Context: an optimization exercise on an open-source flow, tuned for small area and a short achievable clock period. The choices shown serve that exercise and are no tape-out recipe. RTL that was checked went through simulation tests only; none was proved equivalent to the original.

==> inputs of job 3946 <==
// Processor
module Processor (
    input         clk,
    input         rst,
    input  [31:0] Instruction,
    input  [31:0] DataIn,
    output [31:0] AddrOut,
    output [31:0] DataOut,
    output [31:0] InstrAddr,
    output        MemWrite
    );
==> module Processor, before the edit <==
module Processor (
    input         clk,
    input         rst,
    input  [31:0] Instruction,
    input  [31:0] DataIn,
    output [31:0] AddrOut,
    output [31:0] DataOut,
    output [31:0] InstrAddr,
    output        MemWrite
    );
    reg  [31:0]      pc;
    reg  [31:1]      valid;
    reg  [32*31-1:0] rfq;       
    wire [31:0] a, b;
    rf_read rda (.rs(Instruction[19:15]), .valid(valid), .d(rfq), .q(a));
    rf_read rdb (.rs(Instruction[24:20]), .valid(valid), .d(rfq), .q(b));
    assign AddrOut   = a;
    assign DataOut   = b;
    assign InstrAddr = pc;
    wire       op0, op0n, sub, s_hi, fill, left, leftn;
    wire [4:0] s, sn;
    wire       s_add, s_g, s_p, s_sr, s_sl;
    wire [2:0] s_ld;
    wire       is_j, is_beq, is_blt;
    ctl c (.instr(Instruction), .a31(a[31]), .memwrite(MemWrite),
           .op0(op0), .op0n(op0n), .sub(sub), .s_hi(s_hi),
           .fill(fill), .left(left), .leftn(leftn), .s(s), .sn(sn),
           .s_add(s_add), .s_g(s_g), .s_p(s_p), .s_sr(s_sr), .s_sl(s_sl),
           .s_ld(s_ld), .is_j(is_j), .is_beq(is_beq), .is_blt(is_blt));
    wire [31:0] bx;
    bsel bs (.b(b), .imm(Instruction[31:20]), .op0(op0), .op0n(op0n),
             .s_hi(s_hi), .sub(sub), .bx(bx));
    wire [31:0] p, g, sum;
    wire        eq;
    genvar i;
    generate
        for (i = 0; i < 32; i = i + 1) begin : pg
            g_ha h (.a(a[i]), .b(bx[i]), .s(p[i]), .c(g[i]));
        end
    endgenerate
    adder32 add (.p(p), .g(g), .cin(sub), .sum(sum), .pall(eq));
    wire lt_n, p31n;
    g_inv p31i (.a(p[31]), .y(p31n));
    g_muxi ltm (.a(a[31]), .b(sum[31]), .s(p[31]), .sn(p31n), .y(lt_n));
    wire [31:0] sr;
    shifter sh (.a(a), .fill(fill), .left(left), .leftn(leftn), .s(s), .sn(sn),
                .y(sr));
    wire [31:0] wdata;
    generate
        for (i = 0; i < 32; i = i + 1) begin : wb
            wire t0, t1;
            g_aoi222 u0 (.a0(sum[i]), .a1(s_add), .b0(g[i]), .b1(s_g),
                         .c0(p[i]), .c1(s_p), .y(t0));
            g_aoi222 u1 (.a0(sr[i]), .a1(s_sr), .b0(sr[31 - i]), .b1(s_sl),
                         .c0(DataIn[i]), .c1(s_ld[i < 8 ? 0 : i < 16 ? 1 : 2]),
                         .y(t1));
            g_nand2 u2 (.a(t0), .b(t1), .y(wdata[i]));
        end
    endgenerate
    wire [31:1] en0, en1, en2, en0n, en1n, en2n;
    wen we (.instr(Instruction), .valid(valid), .en0(en0), .en1(en1), .en2(en2),
            .en0n(en0n), .en1n(en1n), .en2n(en2n));
    wire [31:0] pcn;
    pc_next pn (.pc(pc), .instr(Instruction), .is_j(is_j), .is_beq(is_beq),
                .is_blt(is_blt), .eq(eq), .lt_n(lt_n), .pcn(pcn));
    always @(posedge clk, negedge rst) begin
        if (!rst)
            pc <= 32'd0;
        else
            pc <= pcn;
    end
    always @(posedge clk, negedge rst) begin
        if (!rst)
            valid <= 31'd0;
        else
            valid <= valid | en0;
    end
    wire [32*31-1:0] rfd;
    genvar r, j;
    generate
        for (r = 1; r < 32; r = r + 1) begin : rr
            for (j = 0; j < 32; j = j + 1) begin : rb
                wire e  = j < 8 ? en0[r]  : j < 16 ? en1[r]  : en2[r];
                wire en = j < 8 ? en0n[r] : j < 16 ? en1n[r] : en2n[r];
                g_a22o m (.a0(wdata[j]), .a1(e), .b0(rfq[(r-1)*32 + j]), .b1(en),
                          .y(rfd[(r-1)*32 + j]));
            end
        end
    endgenerate
    always @(posedge clk)
        rfq <= rfd;
endmodule
==> module wen, before the edit <==
module wen (
    input  [31:0] instr,
    input  [31:1] valid,
    output [31:1] en0,
    output [31:1] en1,
    output [31:1] en2,
    output [31:1] en0n,
    output [31:1] en1n,
    output [31:1] en2n
    );
    wire [3:0] h0, h1, h2;      
    wire [7:0] p1n;             
    wen_dec d (.instr(instr), .valid(valid), .h0(h0), .h1(h1), .h2(h2), .p1n(p1n));
    genvar k;
    generate
        for (k = 1; k < 32; k = k + 1) begin : e
            g_nor2 n0 (.a(h0[k % 4]), .b(p1n[k / 4]), .y(en0[k]));
            g_nor2 n1 (.a(h1[k % 4]), .b(p1n[k / 4]), .y(en1[k]));
            g_nor2 n2 (.a(h2[k % 4]), .b(p1n[k / 4]), .y(en2[k]));
            g_inv  i0 (.a(en0[k]), .y(en0n[k]));
            g_inv  i1 (.a(en1[k]), .y(en1n[k]));
            g_inv  i2 (.a(en2[k]), .y(en2n[k]));
        end
    endgenerate
endmodule
Settings: LEC_CHECK=0, CAP_MARGIN=20, CORE_MARGIN=2, CORE_UTILIZATION=50, CTS_BUF_LIST=sky130_fd_sc_hd__clkbuf_8, CTS_CLUSTER_DIAMETER=60, CTS_CLUSTER_SIZE=14, PLACE_DENSITY=0.65, SLEW_MARGIN=20, SYNTH_HIERARCHICAL=1; clock period 27.0 ns.
standard.sh (not shown) runs the stock make flow with config.mk's settings and CLKGATE_MAP_FILE= SYNTH_SCRIPT=/design/flow/synth_recipe.tcl, a recipe that flattens the netlist after the stock synthesis.
==> flow/flow/run.sh <==
#!/bin/bash
set -euo pipefail
here=$(cd "$(dirname "$0")" && pwd)
work=$(dirname "$here")
cd "$work"
source "$here/params.sh"
bash standard.sh synth > flow_synth.log 2>&1
bash standard.sh "BUFFER_PORTS_ARGS=-buffer_cell $PORT_BUF" \
    "SETUP_SLACK_MARGIN=$REPAIR_MARGIN" "CTS_ARGS=$CTS" finish > flow_layout.log 2>&1
==> flow/flow/params.sh <==
PORT_BUF=sky130_fd_sc_hd__buf_2
REPAIR_MARGIN=13.75
CTS="-sink_clustering_enable -repair_clock_nets -buf_list sky130_fd_sc_hd__clkbuf_8 -sink_clustering_size 14 -sink_clustering_max_diameter 60 -dont_use_dummy_load"
==> inputs of job 5976, as changes to job 3946 <==
--- a/flow/design.v
+++ b/flow/design.v
@@ -60,5 +60,4 @@
     endgenerate
-    wire [31:1] en0, en1, en2, en0n, en1n, en2n;
-    wen we (.instr(Instruction), .valid(valid), .en0(en0), .en1(en1), .en2(en2),
-            .en0n(en0n), .en1n(en1n), .en2n(en2n));
+    wire [31:1] en0, en1, en2;
+    wen we (.instr(Instruction), .valid(valid), .en0(en0), .en1(en1), .en2(en2));
     wire [31:0] pcn;
@@ -78,16 +77,10 @@
     end
-    wire [32*31-1:0] rfd;
-    genvar r, j;
-    generate
-        for (r = 1; r < 32; r = r + 1) begin : rr
-            for (j = 0; j < 32; j = j + 1) begin : rb
-                wire e  = j < 8 ? en0[r]  : j < 16 ? en1[r]  : en2[r];
-                wire en = j < 8 ? en0n[r] : j < 16 ? en1n[r] : en2n[r];
-                g_a22o m (.a0(wdata[j]), .a1(e), .b0(rfq[(r-1)*32 + j]), .b1(en),
-                          .y(rfd[(r-1)*32 + j]));
-            end
+    integer r;
+    always @(posedge clk) begin
+        for (r = 1; r < 32; r = r + 1) begin
+            if (en0[r]) rfq[(r-1)*32 +: 8]       <= wdata[7:0];
+            if (en1[r]) rfq[(r-1)*32 + 8 +: 8]   <= wdata[15:8];
+            if (en2[r]) rfq[(r-1)*32 + 16 +: 16] <= wdata[31:16];
         end
-    endgenerate
-    always @(posedge clk)
-        rfq <= rfd;
+    end
 endmodule
@@ -147,6 +140,3 @@
     output [31:1] en1,
-    output [31:1] en2,
-    output [31:1] en0n,
-    output [31:1] en1n,
-    output [31:1] en2n
+    output [31:1] en2
     );
@@ -161,5 +151,2 @@
             g_nor2 n2 (.a(h2[k % 4]), .b(p1n[k / 4]), .y(en2[k]));
-            g_inv  i0 (.a(en0[k]), .y(en0n[k]));
-            g_inv  i1 (.a(en1[k]), .y(en1n[k]));
-            g_inv  i2 (.a(en2[k]), .y(en2n[k]));
         end
--- a/flow/flow/run.sh
+++ b/flow/flow/run.sh
@@ -8,2 +8,2 @@
 bash standard.sh "BUFFER_PORTS_ARGS=-buffer_cell $PORT_BUF" \
-    "SETUP_SLACK_MARGIN=$REPAIR_MARGIN" "CTS_ARGS=$CTS" finish > flow_layout.log 2>&1
+    "SETUP_SLACK_MARGIN=$REPAIR_MARGIN" $EXTRA finish > flow_layout.log 2>&1
==> flow/flow/params.sh (replaced) <==
PORT_BUF=sky130_fd_sc_hd__buf_2
REPAIR_MARGIN=14
EXTRA="CTS_BUF_LIST=sky130_fd_sc_hd__clkbuf_8"
- CORE_UTILIZATION: 50 -> 60
- CTS_BUF_LIST: sky130_fd_sc_hd__clkbuf_8 -> not set
- CTS_CLUSTER_DIAMETER: 60 -> not set
- CTS_CLUSTER_SIZE: 14 -> not set
- PLACE_DENSITY: 0.65 -> 0.7
==> reports/results.tsv <==
metric	value	unit
signed_area_change_from_the_synthesized_netlist_to_the_final_layout	18.3	%
grt.met3_usage	22.9	%
fin_nets	3709	
peakVddDrop	0.108	mV
grt_pass1_vias	38700	
worstPathCellList	buf_12 -> buf_12 -> nor3b_2 -> and3_4 -> buf_12 -> a222oi_1 -> nand4_1 -> or3_4 -> buf_6	
commonest_cells_after_routing_fill_and_taps_aside	992 x edfxtp_1, 704 x a222oi_1, 257 x o22ai_1, 169 x clkbuf_8, 145 x buf_2	
status	finished clean	
layout_setup_ws	13.80	ns
worst_hold_startpoint	valid[12]	
The numbers above come from job 5976.

==> reports/results.tsv <==
metric	value	unit
status	finished clean	
worst_hold_startpoint	rfq[792]	
grt_pass1_vias	43100	
peakVddDrop	0.0420	mV
layout_setup_ws	13.63	ns
fin_nets	4685	
signed_area_change_from_the_synthesized_netlist_to_the_final_layout	11.6	%
grt.met3_usage	13.4	%
worstPathCellList	buf_6 -> buf_12 -> nor3b_2 -> and3_2 -> buf_6 -> a222oi_1 -> nand4_1 -> or3_4 -> buf_2	
The numbers above come from job 3946.

Function not checked in job 5976: the RTL went through the layout flow alone.

==> port drivers added, routing unchanged <==
The results above use ideal ports. As a check the final layouts listed here were re-extracted and re-timed, cells and wires unchanged. Step 1, drivers: a clkbuf_16 drives clk and a buf_2 each remaining input, both assumed. Step 2, shift: input delay + t, output delay - t, t = (earliest + latest rising clock arrival at the registers) / 2. This alone moves slack from input paths to output paths. Three values: no drivers, after step 1, after step 2; two values: the first two.
run | t (ns) | slack for setup (ns) | latest minus earliest clock arrival (ns) | pins driven straight from the clock port
job 3946 | 0.826 | 13.627 / 13.587 / 13.587 | 0.094 / 0.094 | 1
job 5976 | 0.916 | 13.803 / 13.673 / 13.673 | 0.070 / 0.071 | 1
After both steps every run listed still meets setup and hold. For job 5976, which loses most, drivers alone change the setup slack by -0.130 ns; drivers and shift together by -0.130 ns.
